This design comes from an exercise in tuning for small area on the open sky130 flow, not from production work.
The RTL was checked by simulation tests, not by an equivalence proof against the original design.

==> quartz: inputs <==
==> flow/design.v (excerpt) <==
module HD63701_Core(CLKx2, RST, NMI, IRQ, IRQ2_TIM, IRQ2_SCI, RW, AD, DO, DI);
  input CLKx2;
  wire CLKx2;
  input RST;
  wire RST;
  input NMI;
  wire NMI;
  input IRQ;
  wire IRQ;
  input IRQ2_TIM;
  wire IRQ2_TIM;
  input IRQ2_SCI;
  wire IRQ2_SCI;
  output RW;
  wire RW;
  output [15:0] AD;
  wire [15:0] AD;
  output [7:0] DO;
  reg [7:0] DO;
  input [7:0] DI;
  wire [7:0] DI;
  wire _0000_;
  wire _0001_;
  wire _0002_;
  wire _0003_;
  wire _0004_;
  wire _0005_;
  wire _0006_;
  wire _0007_;
  wire _0008_;
  wire _0009_;
  wire _0010_;
  wire _0011_;
  wire _0012_;
  wire _0013_;
  wire _0014_;
  wire _0015_;
  wire _0016_;
  wire _0017_;
  wire _0018_;
  wire _0019_;
  wire _0020_;
  wire _0021_;
  wire _0022_;
  wire _0023_;
  wire _0024_;
  wire _0025_;
  wire _0026_;
  wire _0027_;
  wire _0028_;
  wire _0029_;
  wire _0030_;
  wire _0031_;
  wire _0032_;
  wire _0033_;
  wire _0034_;
  wire _0035_;
  wire _0036_;
  ...
export LEC_CHECK = 0
export ABC_AREA = 1
export CAP_MARGIN = 30
export CORE_MARGIN = 2
export CORE_UTILIZATION = 40
export SLEW_MARGIN = 20
export SYNTH_MEMORY_MAX_BITS = 65536
export BUFFER_PORTS_ARGS = -buffer_cell sky130_fd_sc_hd__buf_1
export CTS_ARGS = -sink_clustering_enable -repair_clock_nets -buf_list sky130_fd_sc_hd__clkbuf_8 -dont_use_dummy_load
create_clock -name core_clock -period 13.0 [get_ports {CLKx2}]
standard.sh (not shown) runs the stock make flow with config.mk's settings and CLKGATE_MAP_FILE= SYNTH_SCRIPT=/design/flow/synth_recipe.tcl, a recipe that flattens the netlist after the stock synthesis.
==> flow/flow/run.sh <==
#!/bin/bash
# Own flow: the standard layout (standard.sh) with three changes:
#  - the combinational cells of the standard synthesis are re-mapped with
#    ABC's area mapper (flow/remap.sh); every flip-flop of the standard
#    synthesis is kept as it is (same instances, names and cell types) and
#    its output net keeps its name (flow/fixq.py);
#  - the port buffers that placement puts on every input and output are
#    sky130_fd_sc_hd__buf_1;
#  - clock tree synthesis uses sky130_fd_sc_hd__clkbuf_8 and no dummy loads.
# Each tool's output goes to a log file in this folder.
set -euo pipefail
R=orfs/results/sky130hd/HD63701_Core/base
LIB=${FLOW_HOME:-/OpenROAD-flow-scripts/flow}/platforms/sky130hd/lib/sky130_fd_sc_hd__tt_025C_1v80.lib
cat >> config.mk <<'EOC'
export BUFFER_PORTS_ARGS = -buffer_cell sky130_fd_sc_hd__buf_1
export CTS_ARGS = -sink_clustering_enable -repair_clock_nets -buf_list sky130_fd_sc_hd__clkbuf_8 -dont_use_dummy_load
EOC
bash standard.sh synth > standard_synth.log 2>&1
cp $R/1_2_yosys.v standard_1_2_yosys.v.log
bash flow/remap.sh $R/1_2_yosys.v remap_raw.v "$LIB" > remap.log 2>&1
python3 flow/fixq.py $R/1_2_yosys.v remap_raw.v remapped.v > fixq.log 2>&1
cp remapped.v $R/1_2_yosys.v
rm -f $R/1_synth.odb $R/1_synth.sdc
bash standard.sh > standard_finish.log 2>&1
==> flow/flow/fixq.py <==
#!/usr/bin/env python3
# usage: fixq.py orig.v remapped.v out.v
# Gives every flip-flop's output net in the remapped netlist the name it had
# in the original netlist (flip-flop instance names are already the same).
import re, sys
def flops(txt):
    d={}
    for m in re.finditer(r'(sky130_fd_sc_hd__(?:df|edf)\w*)\s+(\S+)\s*\((.*?)\);', txt, re.S):
        pins=dict((p,n) for p,n in re.findall(r'\.(\w+)\(([^()]*)\)', m.group(3)))
        d[m.group(2)]=(m.group(1), pins)
    return d
a=open(sys.argv[1]).read(); b=open(sys.argv[2]).read()
fa=flops(a); fb=flops(b)
assert set(fa)==set(fb), 'flop sets differ'
ren={}
for k in fa:
    assert fa[k][0]==fb[k][0], 'cell type differs for '+k
    for pin in ('Q','Q_N'):
        if pin in fa[k][1]:
            qa=fa[k][1][pin].strip(); qb=fb[k][1][pin].strip()
            if qa!=qb: ren[qb]=qa
def tok(n): return n+' ' if n.startswith('\\') else n
for qb,qa in ren.items():
    if re.search(re.escape(tok(qa)), b): print('warning: name in use', qa)
for qb,qa in ren.items():
    if qb.startswith('\\'):
        b=b.replace(qb+' ', qa+(' ' if qa.startswith('\\') else ''))
    else:
        b=re.sub(r'(?<![\w$\\])'+re.escape(qb)+r'(?![\w$])', qa, b)
open(sys.argv[3],'w').write(b)
print('renamed', len(ren), 'flop outputs')
==> flow/flow/remap.sh <==
#!/bin/bash
# usage: remap.sh in.v out.v LIB
# Re-maps the combinational cells of the standard synthesis netlist with
# ABC's area mapper (strash; dch -f; map -a).  Flip-flop cells and their
# instance names are kept exactly as the standard synthesis made them.
set -euo pipefail
IN=$1; OUT=$2; LIB=$3
YOSYS=$(command -v yosys || echo /OpenROAD-flow-scripts/tools/install/yosys/bin/yosys)
DONT="-dont_use sky130_fd_sc_hd__probe_p_8 -dont_use sky130_fd_sc_hd__probec_p_8 -dont_use sky130_fd_sc_hd__lpflow_*"
printf "strash\ndch -f\nmap -a\ntopo\n" > $OUT.abc
$YOSYS -l $OUT.yosys.log -p "
read_liberty -ignore_miss_func $LIB
read_verilog $IN
hierarchy -top HD63701_Core
blackbox sky130_fd_sc_hd__df* sky130_fd_sc_hd__edf*
flatten
opt -purge
abc -liberty $LIB $DONT -script $OUT.abc
opt_clean -purge
hilomap -singleton -hicell sky130_fd_sc_hd__conb_1 HI -locell sky130_fd_sc_hd__conb_1 LO
insbuf -buf sky130_fd_sc_hd__buf_4 A X
splitnets
opt_clean -purge
stat -liberty $LIB
write_verilog -noattr -nohex -nodec $OUT
" > /dev/null
==> sierra: changes against quartz <==
==> flow/flow/run.sh (replaced) <==
#!/bin/bash
# Own flow: the standard layout (standard.sh, unchanged synthesis and
# steps), with the port buffers that placement inserts on every input and
# output made from sky130_fd_sc_hd__buf_1 instead of the default cell.
set -e
cp standard.sh std_copy.sh.log
cp config.mk config_orig.mk.log
echo 'export BUFFER_PORTS_ARGS = -buffer_cell sky130_fd_sc_hd__buf_1' >> config.mk
bash standard.sh > standard.log 2>&1
Settings changed: CTS_ARGS -sink_clustering_enable -repair_clock_nets -buf_list sky130_fd_sc_hd__clkbuf_8 -dont_use_dummy_load to default, CTS_BUF_LIST from default to sky130_fd_sc_hd__clkbuf_8.
removed: flow/flow/fixq.py
removed: flow/flow/remap.sh
==> summary of the runs <==
Sequential share of layout area: sierra is lower than quartz (0.71 points). sierra finished clean. quartz completed with no timing, DRC or antenna violations. Against sierra, the register-to-register slack of quartz is worse by 250 ps.

static timing again, ports no longer ideal:
In the flow no input, the clock included, has a driving cell. The finished layouts below were timed again as built, in two steps. Step 1: set_driving_cell puts a clkbuf_16 on CLKx2 and a buf_2 on each other input, an assumption about the parent block. Step 2 moves the port delays by t, midway between the first and last clock arrival at a register: inputs arrive t later, outputs are due t later. That takes back most of the time a late clock gives input paths. Slacks: no drivers / after step 1 / after step 2; pairs: no drivers / after step 1.
run	t (ns)	slack for setup (ns)	clock arrival spread, ns
quartz	0.550	2.846 / 2.801 / 2.761	0.036 / 0.036
sierra	0.639	2.227 / 2.172 / 2.811	0.036 / 0.037
After both steps setup and hold are still met in every run listed. For quartz, which loses most, drivers alone change the setup slack by -0.045 ns; drivers and shift together by -0.085 ns.
